Source: an optimization exercise on an open RTL-to-GDS flow (aim: a short achievable clock period and few clock cycles). Production flows keep margins and buffers that such runs may drop.
No functional check of the RTL was part of any run shown here.
Power figures rest on the tool's default switching activity, not on a simulated workload.

==> run.sh <==
#!/bin/bash
# synth_recipe.tcl (not shown) runs the flow's synth.tcl, then flattens the netlist and writes it again
# the make line also repeats each setting of config.mk as NAME=value (left out here)
make -C /OpenROAD-flow-scripts/flow DESIGN_CONFIG=/design/flow/config.mk WORK_HOME=/design/flow/orfs CLKGATE_MAP_FILE= SYNTH_SCRIPT=/design/flow/synth_recipe.tcl finish
==> config.mk <==
export PLATFORM = sky130hd
export DESIGN_NAME = bird
export DESIGN_NICKNAME = bird
export VERILOG_FILES = /design/flow/design.v
export SDC_FILE = /design/flow/constraint.sdc
export NUM_CORES = 4
export LEC_CHECK = 0
export CAP_MARGIN = 20
export CORE_MARGIN = 2
export CORE_UTILIZATION = 40
export SETUP_SLACK_MARGIN = 3.3
export SLEW_MARGIN = 20
export TNS_END_PERCENT = 10
==> constraint.sdc <==
create_clock -name core_clock -period 6.0 [get_ports {clk}]
set_input_delay 1.2000 -clock core_clock [delete_from_list [all_inputs] [get_ports {clk}]]
set_output_delay 1.2000 -clock core_clock [all_outputs]
set_load 0.01 [all_outputs]
==> design.v <==
module bird (
        input  logic        clk,
        input  logic        rst,
        input  logic [15:0] data_in,
        input  logic        hold,
        output logic        hold_ack,
        output logic [15:0] data_out,
        output logic [11:0] address,
        output logic        memwt
        );
localparam int LOGN = 7;                  
localparam int NB   = 1 << (LOGN - 1);    
localparam int TW   = 12 - LOGN;          
logic [11:0] addr_q;        
logic [15:0] dout_q;
logic        memwt_q;
logic        wrp_q;         
logic        pf_q;          
logic        cx_q;          
logic        dld_q;         
logic        dpc_q;         
logic [2:0]  dd_q;
logic [11:0] ipc_q, ipc1_q, ipc2_q;   
logic [15:0] ci_q;
logic        zeroflag;
logic [15:0] regbank [7:0];
logic        alu_v;
logic [2:0]  alu_d;
logic [15:0] ax, ay;
logic        acin;
logic        m_add, m_and, m_or, m_xor, m_not;
wire run = ~hold_ack;
assign address  = addr_q;
assign data_out = dout_q;
assign memwt    = memwt_q;
function automatic logic [15:0] ks_add(input logic [15:0] x, input logic [15:0] y, input logic c);
    logic [15:0] g, p, gg, pp, gn, pn;
    g = x & y;
    p = x ^ y;
    gg = g; pp = p;
    gg[0] = g[0] | (p[0] & c);
    for (int s = 1; s < 16; s = s * 2) begin
        gn = gg; pn = pp;
        for (int i = s; i < 16; i++) begin
            gn[i] = gg[i] | (pp[i] & gg[i-s]);
            pn[i] = pp[i] & pp[i-s];
        end
        gg = gn; pp = pn;
    end
    ks_add = p ^ {gg[14:0], c};
endfunction
wire [15:0] sum    = ks_add(ax, ay, acin);
wire [15:0] lres   = ({16{m_and}} & (ax & ay)) | ({16{m_or}} & (ax | ay)) |
                     ({16{m_xor}} & (ax ^ ay)) | {15'b0, m_not & ~|ay};
wire [15:0] result = ({16{m_add}} & sum) | lres;
wire        z_add  = &(~((ax ^ ay) ^ {(ax[14:0] | ay[14:0]), acin}));
wire        zfast  = m_add ? z_add :
                     m_and ? ~|(ax & ay) :
                     m_or  ? ~|(ax | ay) :
                     m_xor ? (ax == ay) :
                     m_not ? |ay : 1'b1;
logic              ev [NB], ov [NB];
logic [TW-1:0]     et [NB], ot [NB];
logic [15:0]       ed [NB], od [NB];
logic [11:0]       eaddr_q, oaddr_q;
wire [LOGN-2:0] ei = eaddr_q[LOGN-1:1];
wire [LOGN-2:0] oi = oaddr_q[LOGN-1:1];
logic        e_hit, o_hit;
logic [15:0] e_w, o_w;
always_comb begin
    e_hit = 1'b0; o_hit = 1'b0; e_w = 16'h0000; o_w = 16'h0000;
    for (int j = 0; j < NB; j++) begin
        e_hit = e_hit | ((ei == (LOGN-1)'(j)) & ev[j] & (et[j] == eaddr_q[11:LOGN]));
        o_hit = o_hit | ((oi == (LOGN-1)'(j)) & ov[j] & (ot[j] == oaddr_q[11:LOGN]));
        e_w   = e_w | ({16{ei == (LOGN-1)'(j)}} & ed[j]);
        o_w   = o_w | ({16{oi == (LOGN-1)'(j)}} & od[j]);
    end
end
wire        odd1  = ipc1_q[0];
wire [15:0] w1 = odd1 ? o_w : e_w;
wire [15:0] w2 = odd1 ? e_w : o_w;
wire        h1 = odd1 ? o_hit : e_hit;
wire        h2 = odd1 ? e_hit : o_hit;
logic        jzp_q;
logic [11:0] tq0, tq1, tq2;
wire        squash = jzp_q & zeroflag;
wire        ex = (pf_q & ~squash) | cx_q;
wire [15:0] iw = cx_q ? ci_q : data_in;
wire [3:0]  op = iw[15:12];
wire [2:0]  fd = iw[2:0], fb = iw[5:3], fa = iw[8:6], ff = iw[11:9];
wire ldfw = ~pf_q & dld_q;    
function automatic logic [15:0] rv(input logic [2:0] x);
    if (ldfw && dd_q == x) rv = data_in;
    else                   rv = regbank[x];
endfunction
wire [15:0] va  = rv(fa);
wire [15:0] vb  = rv(fb);
wire [15:0] vsp = regbank[7];
wire [15:0] sp_p1 = vsp + 16'd1;
wire [15:0] sp_m1 = vsp - 16'd1;
wire [11:0] sp_inc = sp_p1[11:0];
wire is_ldi  = op == 4'h1;
wire is_ld   = op == 4'h2;
wire is_st   = op == 4'h3;
wire is_jz   = op == 4'h4;
wire is_jmp  = op == 4'h5;
wire is_alu  = op == 4'h7;
wire is_push = op == 4'h8;
wire is_pop  = op == 4'h9;
wire is_call = op == 4'hA;
wire is_ret  = op == 4'hB;
wire is_peek = op == 4'hC;
wire is_jsp  = op == 4'hD;
wire is_stack = is_push | is_pop | is_call | is_ret | is_peek | is_jsp;
wire uses_a  = (is_alu & (ff != 3'h7)) | is_st | is_push;
wire uses_b  = is_alu | is_ld | is_st;
wire hz   = alu_v & ((uses_a & (fa == alu_d)) | (uses_b & (fb == alu_d)) |
                     (is_stack & (alu_d == 3'd7))) |
            (ldfw & (dd_q == 3'd7) & is_stack);
wire exok = ex & ~hz;
wire taken    = is_jmp | (is_jz & ~alu_v & zeroflag);
wire [11:0] ipc3 = ipc2_q + 12'd1;
wire [11:0] ipc4 = ipc2_q + 12'd2;
wire [11:0] tgt0 = ipc1_q + iw[11:0];
wire [11:0] tgt1 = ipc2_q + iw[11:0];
wire [12:0] tgt2w = {ipc2_q, 1'b1} + {iw[11:0], 1'b1};
wire [11:0] tgt2 = tgt2w[12:1];
wire [11:0] din1 = data_in[11:0] + 12'd1;
wire [11:0] din2 = data_in[11:0] + 12'd2;
localparam int RD = 8;
logic        ras_v  [RD];
logic [11:0] ras_wa [RD], ras_rs [RD], ras_rv [RD];
logic        ras_vi [RD];    
logic [2:0]  ras_p;
logic        callw_q;        
always_comb
    for (int i = 0; i < RD; i++)
        ras_vi[i] = ras_v[i] & ~(memwt_q & (addr_q == ras_wa[i]) & ~(ras_p == 3'(i) && callw_q));
wire [11:0] ras_top = ras_rv[ras_p];
wire        ras_hit = ras_vi[ras_p] & (ras_rs[ras_p] == vsp[11:0]);
wire [11:0] rv1 = ras_top + 12'd1;
wire [11:0] rv2 = ras_top + 12'd2;
logic        pf_n, cx_n, dld_n, dpc_n, wr_n;
logic [11:0] daddr_n;
logic [15:0] dout_n;
logic [11:0] p0, p1, p2, pe, po;   
logic        sp_wr;
logic [15:0] sp_n;
always_comb begin
    pf_n = 1'b1; cx_n = 1'b0; dld_n = 1'b0; dpc_n = 1'b0; wr_n = 1'b0;
    daddr_n = vsp[11:0]; dout_n = va;
    sp_wr = 1'b0; sp_n = vsp;
    if (exok) begin
        if (is_ldi)       begin p0 = ipc2_q; p1 = ipc3;   p2 = ipc4;
                                pe = ipc2_q[0] ? ipc3 : ipc4;   po = ipc2_q[0] ? ipc4 : ipc3;   end
        else if (is_ret)  begin p0 = ras_top; p1 = rv1; p2 = rv2;
                                pe = ras_top[0] ? rv1 : rv2;    po = ras_top[0] ? rv2 : rv1;    end
        else if (is_call | taken)
                          begin p0 = tgt0;   p1 = tgt1;   p2 = tgt2;
                                pe = tgt0[0] ? tgt1 : tgt2;     po = tgt0[0] ? tgt2 : tgt1;     end
        else              begin p0 = ipc1_q; p1 = ipc2_q; p2 = ipc3;
                                pe = ipc1_q[0] ? ipc2_q : ipc3; po = ipc1_q[0] ? ipc3 : ipc2_q; end
    end else if (squash) begin
                                p0 = tq0; p1 = tq1; p2 = tq2;
                                pe = tq0[0] ? tq1 : tq2;        po = tq0[0] ? tq2 : tq1;
    end else if (~hz & dpc_q) begin
                                p0 = data_in[11:0]; p1 = din1; p2 = din2;
                                pe = data_in[0] ? din1 : din2;  po = data_in[0] ? din2 : din1;
    end else              begin p0 = ipc_q;  p1 = ipc1_q; p2 = ipc2_q;
                                pe = eaddr_q;                   po = oaddr_q;                   end
    if (exok) begin
        case (op)
            4'h1: begin  
                pf_n = 1'b0; dld_n = 1'b1; daddr_n = ipc1_q; cx_n = h2;
            end
            4'h2: begin  
                pf_n = 1'b0; dld_n = 1'b1; daddr_n = vb[11:0]; cx_n = h1;
            end
            4'h3: begin  
                pf_n = 1'b0; wr_n = 1'b1; daddr_n = vb[11:0]; cx_n = h1;
            end
            4'h8: begin  
                pf_n = 1'b0; wr_n = 1'b1; cx_n = h1;
                sp_wr = 1'b1; sp_n = sp_m1;
            end
            4'h9: begin  
                pf_n = 1'b0; dld_n = 1'b1; daddr_n = sp_inc; cx_n = h1;
                sp_wr = 1'b1; sp_n = sp_p1;
            end
            4'hA: begin  
                pf_n = 1'b0; wr_n = 1'b1; dout_n = {4'b0, ipc1_q};
                sp_wr = 1'b1; sp_n = sp_m1;
            end
            4'hB: begin  
                pf_n = ras_hit; dpc_n = ~ras_hit; daddr_n = sp_inc;
                sp_wr = 1'b1; sp_n = sp_p1;
            end
            4'hC: begin  
                pf_n = 1'b0; dld_n = 1'b1; cx_n = h1;
            end
            4'hD: begin  
                pf_n = 1'b0; dpc_n = 1'b1;
            end
            default: ;   
        endcase
    end
end
wire [11:0] addr_n = pf_n ? p0 : daddr_n;
logic [15:0] ax_n, ay_n;
logic        acin_n, madd_n, mand_n, mor_n, mxor_n, mnot_n;
always_comb begin
    ax_n = va; ay_n = vb; acin_n = 1'b0;
    madd_n = 1'b0; mand_n = 1'b0; mor_n = 1'b0; mxor_n = 1'b0; mnot_n = 1'b0;
    case (ff)
        3'h0: madd_n = 1'b1;
        3'h1: begin madd_n = 1'b1; ay_n = ~vb; acin_n = 1'b1; end
        3'h2: mand_n = 1'b1;
        3'h3: mor_n = 1'b1;
        3'h4: mxor_n = 1'b1;
        3'h7: case (fa)
            3'h0: mnot_n = 1'b1;
            3'h1: begin madd_n = 1'b1; ax_n = 16'h0000; end
            3'h2: begin madd_n = 1'b1; ax_n = 16'h0000; acin_n = 1'b1; end
            3'h3: begin madd_n = 1'b1; ax_n = 16'hFFFF; end
            default: ;
            endcase
        default: ;
    endcase
end
always_ff @(posedge clk)
    if (rst) begin
        addr_q   <= 12'd0;
        memwt_q  <= 1'b0;
        wrp_q    <= 1'b0;
        pf_q     <= 1'b1;
        cx_q     <= 1'b0;
        dld_q    <= 1'b0;
        dpc_q    <= 1'b0;
        ipc_q    <= 12'd0;
        ipc1_q   <= 12'd1;
        ipc2_q   <= 12'd2;
        eaddr_q  <= 12'd2;
        oaddr_q  <= 12'd1;
        zeroflag <= 1'b0;
        alu_v    <= 1'b0;
        jzp_q    <= 1'b0;
        hold_ack <= 1'b0;
    end else begin
        hold_ack <= hold;
        if (run) begin
            addr_q  <= addr_n;
            wrp_q   <= wr_n;
            memwt_q <= wr_n & ~hold;
            pf_q    <= pf_n;
            cx_q    <= cx_n;
            dld_q   <= dld_n;
            dpc_q   <= dpc_n;
            ipc_q   <= p0;
            ipc1_q  <= p1;
            ipc2_q  <= p2;
            eaddr_q <= pe;
            oaddr_q <= po;
            alu_v   <= exok & is_alu;
            jzp_q   <= exok & is_jz & alu_v;
            if (alu_v)
                zeroflag <= zfast;
        end else
            memwt_q <= wrp_q & ~hold;
    end
always_ff @(posedge clk)
    if (!rst && run) begin
        dout_q <= dout_n;
        tq0    <= tgt0;
        tq1    <= tgt1;
        tq2    <= tgt2;
        ci_q   <= is_ldi ? w2 : w1;
        dd_q   <= fd;
        alu_d  <= fd;
        ax     <= ax_n;
        ay     <= ay_n;
        acin   <= acin_n;
        m_add  <= madd_n;
        m_and  <= mand_n;
        m_or   <= mor_n;
        m_xor  <= mxor_n;
        m_not  <= mnot_n;
    end
always_ff @(posedge clk)
    if (!rst && run) begin
        if (ldfw)
            regbank[dd_q] <= data_in;
        if (alu_v)
            regbank[alu_d] <= result;
        if (exok && sp_wr)
            regbank[7] <= sp_n;
    end
wire [2:0] ras_pn = ras_p + 3'd1;
always_ff @(posedge clk)
    if (rst) begin
        for (int i = 0; i < RD; i++)
            ras_v[i] <= 1'b0;
        ras_p   <= 3'd0;
        callw_q <= 1'b0;
    end else if (run) begin
        callw_q <= exok & is_call;
        for (int i = 0; i < RD; i++)
            ras_v[i] <= ras_vi[i];
        if (exok && is_call) begin
            ras_p <= ras_pn;
            ras_v[ras_pn] <= 1'b1;
            ras_v[ras_pn + 3'd1] <= 1'b0;
        end else if (exok && is_ret) begin
            ras_p <= ras_p - 3'd1;
            ras_v[ras_p] <= 1'b0;
        end
    end
always_ff @(posedge clk)
    if (!rst && run) begin
        ras_wa[ras_pn] <= vsp[11:0];
        ras_rs[ras_pn] <= sp_m1[11:0];
        ras_rv[ras_pn] <= ipc1_q;
    end
always_ff @(posedge clk)
    if (rst) begin
        for (int i = 0; i < NB; i++) begin
            ev[i] <= 1'b0;
            ov[i] <= 1'b0;
        end
    end else if (run) begin
        if (pf_q) begin
            if (ipc_q[0]) begin
                ov[ipc_q[LOGN-1:1]] <= 1'b1;
                ot[ipc_q[LOGN-1:1]] <= ipc_q[11:LOGN];
                od[ipc_q[LOGN-1:1]] <= data_in;
            end else begin
                ev[ipc_q[LOGN-1:1]] <= 1'b1;
                et[ipc_q[LOGN-1:1]] <= ipc_q[11:LOGN];
                ed[ipc_q[LOGN-1:1]] <= data_in;
            end
        end
    end
endmodule
==> reports/qor.txt, run 1 <==
core area: 0.349 sq mm
I/O pin count: 49
NumNets Final: 10600
IO Port Bufs: 48
max-slew violations: 0
Finished Cell Area: 0.176 sq mm
reg2reg start: oaddr_q[3]$_SDFFE_PP0P_
reg2reg end: ci_q[15]$_DFFE_PP_
Synth top area share: 0.687
final setup TNS: 0 ps
GRT busiest layer: met2
clk sink count: 3436
Core Rows: 217
vias per cell: 6.60
final period utilization: 0.584
Max VDD drop: 0.272 mV
worst-path fanout max: 14
WP data arrival: 4150 ps
Syn. warnings: 2
Die Y: 596 um
worst r2r path cells: 10
# setup viols final: 0
Avg Synthesized Cell Area: 15.0 sq um
Fill cells: 28400
area of the multi-input gates: 0.0428 sq mm
hold endpoint: ov[59]$_DFF_P_
largest net degree at the start of global routing: 114
M1 GR Usage: 0.428
status: no timing/DRC/antenna violations
Tightest Hold Check Type: flip-flop to flip-flop
clock slew at reported path FFs: 60 ps
share of power burned in combinational logic: 0.128
antenna violations before repair: 34
Worst path slowest cell: nand4_1
DRT iter0 DRCs: 18100
Post-synth top cells: edfxtp_1 (3213), xor2_1 (592), nand2_1 (554), nor2_1 (479), clkbuf_1 (431)
synthesized flop and latch total: 3436
first-pass GRT wire length: 795000 um
Area contributors post-synth: edfxtp_1 (69%), xor2_1 (3.7%), dfxtp_1 (3.2%)
Routed WL per cell: 39.0 um
fin cells: 15400
Worst-Margin Slew: 1240 ps
NetSw: 14.7 mW
count leader, synth: edfxtp_1
clock skew: 127 ps
drt first pass iters: 13
GR met2 Demand/Resource: 0.473
routability cong.: 0.966
Pint: 41.7 mW
WHS Path Cells: 2
final hold vios: 0
sequential element share of the synthesized area: 0.719
Syn Nets: 9464
all-layer global routing usage: 0.324
Post-DP HPWL: 351000 um
placed cells: 14000
sequential share of power: 0.481
Initial Util: 0.402
ys flop type: edfxtp_1
via count of the first global-routing pass: 93400
Clock power frac: 0.391
Max-slew headroom: 0.167
sw frac: 0.260
CTS root buffer: clkbuf_16
via count: 102000
startpoint types: flip-flop
die width: 596 um
Lkg Pwr: 59.0 nW
total power: 56.4 mW
Peak Freq: 0.285 GHz
fin crit period: 3500 ps
die footprint: 0.356 sq mm
Post-Route WL: 601000 um
M3 GR Usage: 0.107
FF/Latch Area: 0.101 sq mm
total CTS buffers: 350
layout cells sized above 1: 0.269
delay of the slowest critical-path stage: 780 ps
Longest Clk Path Bufs: 4
CTS tree: built
Max-Cap Viols: 0
unrepaired setup endpoints after global routing: yes
Req. time, crit path: 6650 ps
# H-tree levels: 5
antenna-violating nets left: 0
Syn-to-layout area delta: 25.6%
critical path's most frequent cell: buf_8
pwr dens: 320 mW/mm^2
kind of critical path: flip-flop to flip-flop
DRC: 0
number of flops mapped to enable cells by yosys: 3213
number of distinct library cells after synthesis: 103
Clock Latency Late Sink: 1040 ps
hold slack: 459 ps
Async S/R FF share, synth: 0
Synth area leader: edfxtp_1
Mapped Cells: 9365
mapped cell area: 0.140 sq mm
hold path startpoint: ov[59]$_DFF_P_
crit end category: flip-flop
placed inst area: 0.150 sq mm
r2r setup slk: 2500 ps
crit-path cells: buf_8 -> nand4bb_2 -> nor2_2 -> buf_8 -> a22o_1 -> a221oi_1 -> nand4_1 -> nor4_4 -> buf_4 -> a31oi_4
grt total ovfl: 0
## flip-flops by register name, summed over array words and instances (netlist names), 16 cells and up, named ones only
signal / cells
regbank: 128
ras_rv: 96
ot: 320
ax: 16
ras_wa: 96
ay: 16
dout_q: 16
et: 320
ev: 64
ci_q: 16
ras_rs: 96
od: 1024
ed: 1024
ov: 64
## worst max path at each step
stage,startpoint,depth (start not counted),slack (ps),end
2_1_floorplan,data_in[3],15,2130,ipc2_q[9]$_SDFFE_PP0P_
3_3_place_gp,data_in[3],12,1000,eaddr_q[9]$_SDFFE_PP0P_
3_5_place_dp,data_in[12],8,1060,dout_q[1]$_DFFE_PP_
4_1_cts,dout_q[11]$_DFFE_PP_,1,2780,data_out[11]
5_1_grt,oaddr_q[4]$_SDFFE_PP0P_,10,2670,ci_q[15]$_DFFE_PP_
6_report,oaddr_q[3]$_SDFFE_PP0P_,10,2500,ci_q[15]$_DFFE_PP_
## kinds of logic after synthesis
family,Yosys count,share of synthesized area
buffers and inverters,781,0.0224
and+or+nand+nor,2000,0.0703
muxes,183,0.0178
xor gates and xnor gates,953,0.0594
DFF,3436,0.719
AOI/OAI and AO/OA,1932,0.104
adders and majority gates,80,0.00740
## critical path, delay by kind of cell, from the launching register on
| kind | cells | cell delay (ps) |
|---|---|---|
| DFF | 1 | 370 |
| AOI/OAI and AO/OA | 3 | 500 |
| and+or+nand+nor | 4 | 1640 |
| buffers and inverters | 3 | 570 |
## cells in the final DEF (no fill, tap or decap), types with 71 or more instances in the layout
master and instances:
clkbuf_16 374, a221oi_1 251, clkinv_1 71, nor4_1 151, nor2_1 195, dfxtp_1 169
buf_12 205, nor2_4 171, mux2i_1 81, xnor2_1 333, a221oi_2 99, clkbuf_1 75
nand3_1 142, xor2_1 586, inv_1 202, buf_4 865, nor2_2 119, edfxtp_1 3213
nand4_1 306, o21ai_0 111, buf_6 177, a22o_1 351, o22ai_1 137, nand2_1 519
a22oi_1 290, a21oi_1 128
## cell type report
class	instances	share of cell area
Sequential cell	3436	0.573
Multi-Input combinational cell	5153	0.243
Timing Repair Buffer	1347	0.0812
Clock buffer	442	0.0531
Tap cell	4599	0.0326
Clock inverter	200	0.0114
Inverter	222	0.00529
Antenna cell	21	0.000298
Timing Repair inverter	1	0.0000497
## what timing repair did
action                                  4_1_cts  5_1_grt
resized for setup                          1109      527
hold buffers                                  0        0
cloned                                       19       22
endpoints found under the setup margin     3285     3074
pin swaps                                   295      247
setup buffers                               517      213
## power groups by stage
stage,combinational (mW),clock (mW),sequential [mW]
3_3_place_gp,5.03,0,27.7
6_report,7.23,22.1,27.1
3_5_place_dp,5.06,0,27.7
5_1_grt,7.36,23.0,27.1
4_1_cts,6.42,22.0,27.1
2_1_floorplan,2.77,0,27.3
## layer usage
metal | vias to the layer above | part of all wire
li1 | 39200 | -
met1 | 51400 | 0.35
met2 | 9089 | 0.42
met3 | 2044 | 0.15
met4 | 14 | 0.071
met5 | - | 0.00022
## metrics by stage
| step | setup slack, ps | util |
|---|---|---|
| floorplan | 2130 | - |
| global placement | 1000 | 0.430 |
| detailed placement | 1060 | 0.430 |
| CTS | 2780 | 0.491 |
| global route | 2670 | 0.505 |
| finish | 2500 | 0.505 |
==> run 2: changes to the inputs <==
--- a/design.v
+++ b/design.v
@@ -94,6 +94,6 @@
     else                   rv = regbank[x];
 endfunction
-wire [15:0] va  = rv(fa);
-wire [15:0] vb  = rv(fb);
+wire [15:0] va  = cx_q ? rv(ci_q[8:6]) : rv(data_in[8:6]);
+wire [15:0] vb  = cx_q ? rv(ci_q[5:3]) : rv(data_in[5:3]);
 wire [15:0] vsp = regbank[7];
 wire [15:0] sp_p1 = vsp + 16'd1;
@@ -122,8 +122,13 @@
 wire [11:0] ipc3 = ipc2_q + 12'd1;
 wire [11:0] ipc4 = ipc2_q + 12'd2;
-wire [11:0] tgt0 = ipc1_q + iw[11:0];
-wire [11:0] tgt1 = ipc2_q + iw[11:0];
-wire [12:0] tgt2w = {ipc2_q, 1'b1} + {iw[11:0], 1'b1};
-wire [11:0] tgt2 = tgt2w[12:1];
+wire [11:0] tgt0_p = ipc1_q + data_in[11:0];
+wire [11:0] tgt1_p = ipc2_q + data_in[11:0];
+wire [12:0] tgt2w_p = {ipc2_q, 1'b1} + {data_in[11:0], 1'b1};
+wire [11:0] tgt0_c = ipc1_q + ci_q[11:0];
+wire [11:0] tgt1_c = ipc2_q + ci_q[11:0];
+wire [12:0] tgt2w_c = {ipc2_q, 1'b1} + {ci_q[11:0], 1'b1};
+wire [11:0] tgt0 = cx_q ? tgt0_c : tgt0_p;
+wire [11:0] tgt1 = cx_q ? tgt1_c : tgt1_p;
+wire [11:0] tgt2 = cx_q ? tgt2w_c[12:1] : tgt2w_p[12:1];
 wire [11:0] din1 = data_in[11:0] + 12'd1;
 wire [11:0] din2 = data_in[11:0] + 12'd2;
--- a/config.mk
+++ b/config.mk
@@ -11,3 +11,2 @@
 export SETUP_SLACK_MARGIN = 3.3
 export SLEW_MARGIN = 20
-export TNS_END_PERCENT = 10
==> run 2 against run 1 <==
  * The layout now fails its checks (capacitance limit, slew limit)
  * Highest routed layer unchanged
  * Final area is 1.9% higher
  * First-iteration DRC count is 0.87% higher
  * Largest cell class unchanged
  * Via count is 2.5% higher
  * Clock skew is 32 ps lower
  * Setup slack better by 45 ps
  * Non-clock buffer count grew 109
  * Critical path type unchanged
==> reports/qor.txt, run 2 <==
clk sink count: 3442
final period utilization: 0.576
final setup TNS: 0 ps
Post-Route WL: 623000 um
Worst-Margin Slew: 1750 ps
hold slack: 454 ps
sequential element share of the synthesized area: 0.707
Longest Clk Path Bufs: 4
via count of the first global-routing pass: 97200
Max-Cap Viols: 1
worst-path fanout max: 8
startpoint types: flip-flop
largest net degree at the start of global routing: 105
first-pass GRT wire length: 830000 um
layout cells sized above 1: 0.285
max-slew violations: 12
total CTS buffers: 355
core area: 0.356 sq mm
placed cells: 14300
# setup viols final: 0
die footprint: 0.362 sq mm
commonest non-fill, non-tap cell in the layout: edfxtp_1
Synth top area share: 0.674
crit end category: flip-flop
Synth area leader: edfxtp_1
clock skew: 95.4 ps
routability cong.: 0.960
Fill cells: 29200
pwr dens: 322 mW/mm^2
Post-DP HPWL: 362000 um
IO Port Bufs: 48
CTS tree: built
ys flop type: edfxtp_1
Core Rows: 219
Tightest Hold Check Type: flip-flop to flip-flop
number of distinct library cells after synthesis: 96
Peak Freq: 0.289 GHz
Max VDD drop: 0.238 mV
NumNets Final: 10900
kind of critical path: flip-flop to flip-flop
antenna-violating nets left: 0
count leader, synth: edfxtp_1
fin cells: 15800
Mapped Cells: 9477
grt total ovfl: 0
DRC: 0
Syn-to-layout area delta: 25.6%
crit-path cells: buf_12 -> buf_16 -> nand4b_1 -> buf_4 -> nor2_4 -> buf_4 -> a22oi_2 -> nand4_1 -> nor4_4 -> nand2_2 -> nor4_4 -> buf_4 -> a31oi_1
final hold vios: 0
WP data arrival: 4170 ps
status: finished with violations
Clock Latency Late Sink: 1030 ps
synthesized flop and latch total: 3442
number of flops mapped to enable cells by yosys: 3213
Post-synth top cells: edfxtp_1 (3213), a22oi_1 (925), xor2_1 (632), nor2_1 (589)
SO Viols: capacitance limit, slew limit
# H-tree levels: 5
most frequent cells in the layout: edfxtp_1 (3213), buf_4 (942), a22oi_1 (871)
Worst path slowest cell: nor4_4
Avg Synthesized Cell Area: 15.1 sq um
Async S/R FF share, synth: 0
DRT iter0 DRCs: 18200
fin crit period: 3460 ps
Initial Util: 0.402
Routed WL per cell: 39.4 um
cts-stage hold buffer count: 0
Req. time, crit path: 6710 ps
via count: 104000
antenna violations before repair: 37
clock slew at reported path FFs: 60 ps
total power: 57.9 mW
Syn. warnings: 2
Area contributors post-synth: edfxtp_1 (67%), a22oi_1 (4.9%), xor2_1 (3.9%)
die width: 602 um
Lkg Pwr: 61.1 nW
critical path's most frequent cell: buf_4
Die Y: 602 um
delay of the slowest critical-path stage: 480 ps
I/O pin count: 49
vias per cell: 6.59
unrepaired setup endpoints after global routing: yes
Max-slew headroom: -0.166
CTS root buffer: clkbuf_16
Syn Nets: 9598
all-layer global routing usage: 0.332
mapped cell area: 0.143 sq mm
drt first pass iters: 15
==> run 2: cell count changes in the layout (fill, tap and decap cells not counted), sizes merged, moves of 111 or more <==
cell	change
a22oi	+596
o22ai	-123
buf	+128
a221oi	-287
inv	-126
nand2	-147
a22o	-299
nor2	+114
mux4	+111
==> run 2: final cells by class <==
type | count | area [sq um] | share of cell area
clock buffers | 459 | 9570 | 0.0533
clock inverters | 196 | 1590 | 0.00885
diodes | 23 | 57.6 | 0.000320
multi-input cells | 5407 | 45600 | 0.254
well taps | 4751 | 5940 | 0.0331
repair buffers | 1456 | 15200 | 0.0845
inverters | 96 | 434 | 0.00242
flip-flops and latches | 3442 | 101000 | 0.564
==> run 2: worst paths after layout <==
| kind | slack, ps | cells past startpoint | to | startpoint |
|---|---|---|---|---|
| setup / recovery | 2540 | 13 | ci_q[11]$_DFFE_PP_ | eaddr_q[4]$_SDFFE_PP0P_ |
| hold / removal | 450 | 1 | ov[16]$_DFF_P_ | ov[16]$_DFF_P_ |
| setup reg to reg | 2540 | 13 | ci_q[11]$_DFFE_PP_ | eaddr_q[4]$_SDFFE_PP0P_ |
| hold reg to reg | 450 | 1 | ov[16]$_DFF_P_ | ov[16]$_DFF_P_ |
==> run 2: cell families after synthesis <==
logic type / count (synthesis) / synth area share
DFF: 3442 / 0.707
and+or+nand+nor: 2002 / 0.0701
AOI/OAI and AO/OA: 1958 / 0.0972
xor gates and xnor gates: 958 / 0.0587
buffers and inverters: 648 / 0.0184
muxes: 367 / 0.0399
adders and majority gates: 102 / 0.00924
==> run 2: metrics by stage <==
| step | instance area, sq um | util | setup WS (ps) |
|---|---|---|---|
| after CTS | 176000 | 0.494 | 2780 |
| after global placement | 153000 | 0.430 | 870 |
| final | 180000 | 0.505 | 2540 |
| after detailed placement | 153000 | 0.430 | 906 |
| after floorplan | 144000 | - | 1840 |
| after global routing | 180000 | 0.505 | 2570 |
==> run 2: power by group <==
group	internal, mW	total (mW)	switching (mW)	leakage [nW]
clock	12.1	21.7	9.60	5.47
combinational	3.48	8.90	5.42	24.9
sequential	26.7	27.3	0.601	30.8
total	42.3	57.9	15.6	61.1
==> run 2: layer usage <==
| metal | wire length [um] | global-route usage | part of all wire | vias to the layer above |
|---|---|---|---|---|
| met5 | 488 | 0.00225 | 0.00078 | - |
| met4 | 50800 | 0.205 | 0.081 | 40 |
| met3 | 93200 | 0.115 | 0.15 | 2371 |
| met2 | 262000 | 0.488 | 0.42 | 9055 |
| met1 | 216000 | 0.420 | 0.35 | 52700 |
| li1 | - | - | - | 40100 |
==> run 2: critical path: cells and delay by family, from the launching register on <==
| kind | cells | cell delay (ps) |
|---|---|---|
| compound gates | 2 | 310 |
| buf+inv | 5 | 880 |
| flops | 1 | 420 |
| simple gates | 6 | 1590 |
==> run 2: what timing repair did <==
| action | in CTS | in global routing |
|---|---|---|
| gates cloned | 39 | 11 |
| setup endpoints to repair | 3407 | 776 |
| pin swaps | 375 | 285 |
| setup buffers | 611 | 206 |
| gates resized for setup | 1279 | 447 |

[port drivers added, routing unchanged]
Ports are ideal in the flow. The routed layouts listed here were re-timed in OpenROAD.
Step 1: set_driving_cell puts a clkbuf_16 on clk and a buf_2 on each other input, an assumption about the parent block.
Step 2 moves the port delays by t, midway between the first and last clock arrival at a register: inputs arrive t later, outputs are due t later. That takes back most of the time a late clock gives input paths.
Three values: ideal ports, drivers, drivers and shift; two values: the first two.
run	t, ns	slack for setup (ns)	worst setup path at the end	latest minus earliest clock arrival (ns)
run 1	1.092	2.496 / 2.496 / 1.545	input to register	0.132 / 0.131
run 2	1.090	2.541 / 2.532 / 1.442	input to register	0.121 / 0.122
For run 2, which loses most, drivers alone change the setup slack by -0.009 ns; drivers and shift together by -1.099 ns.
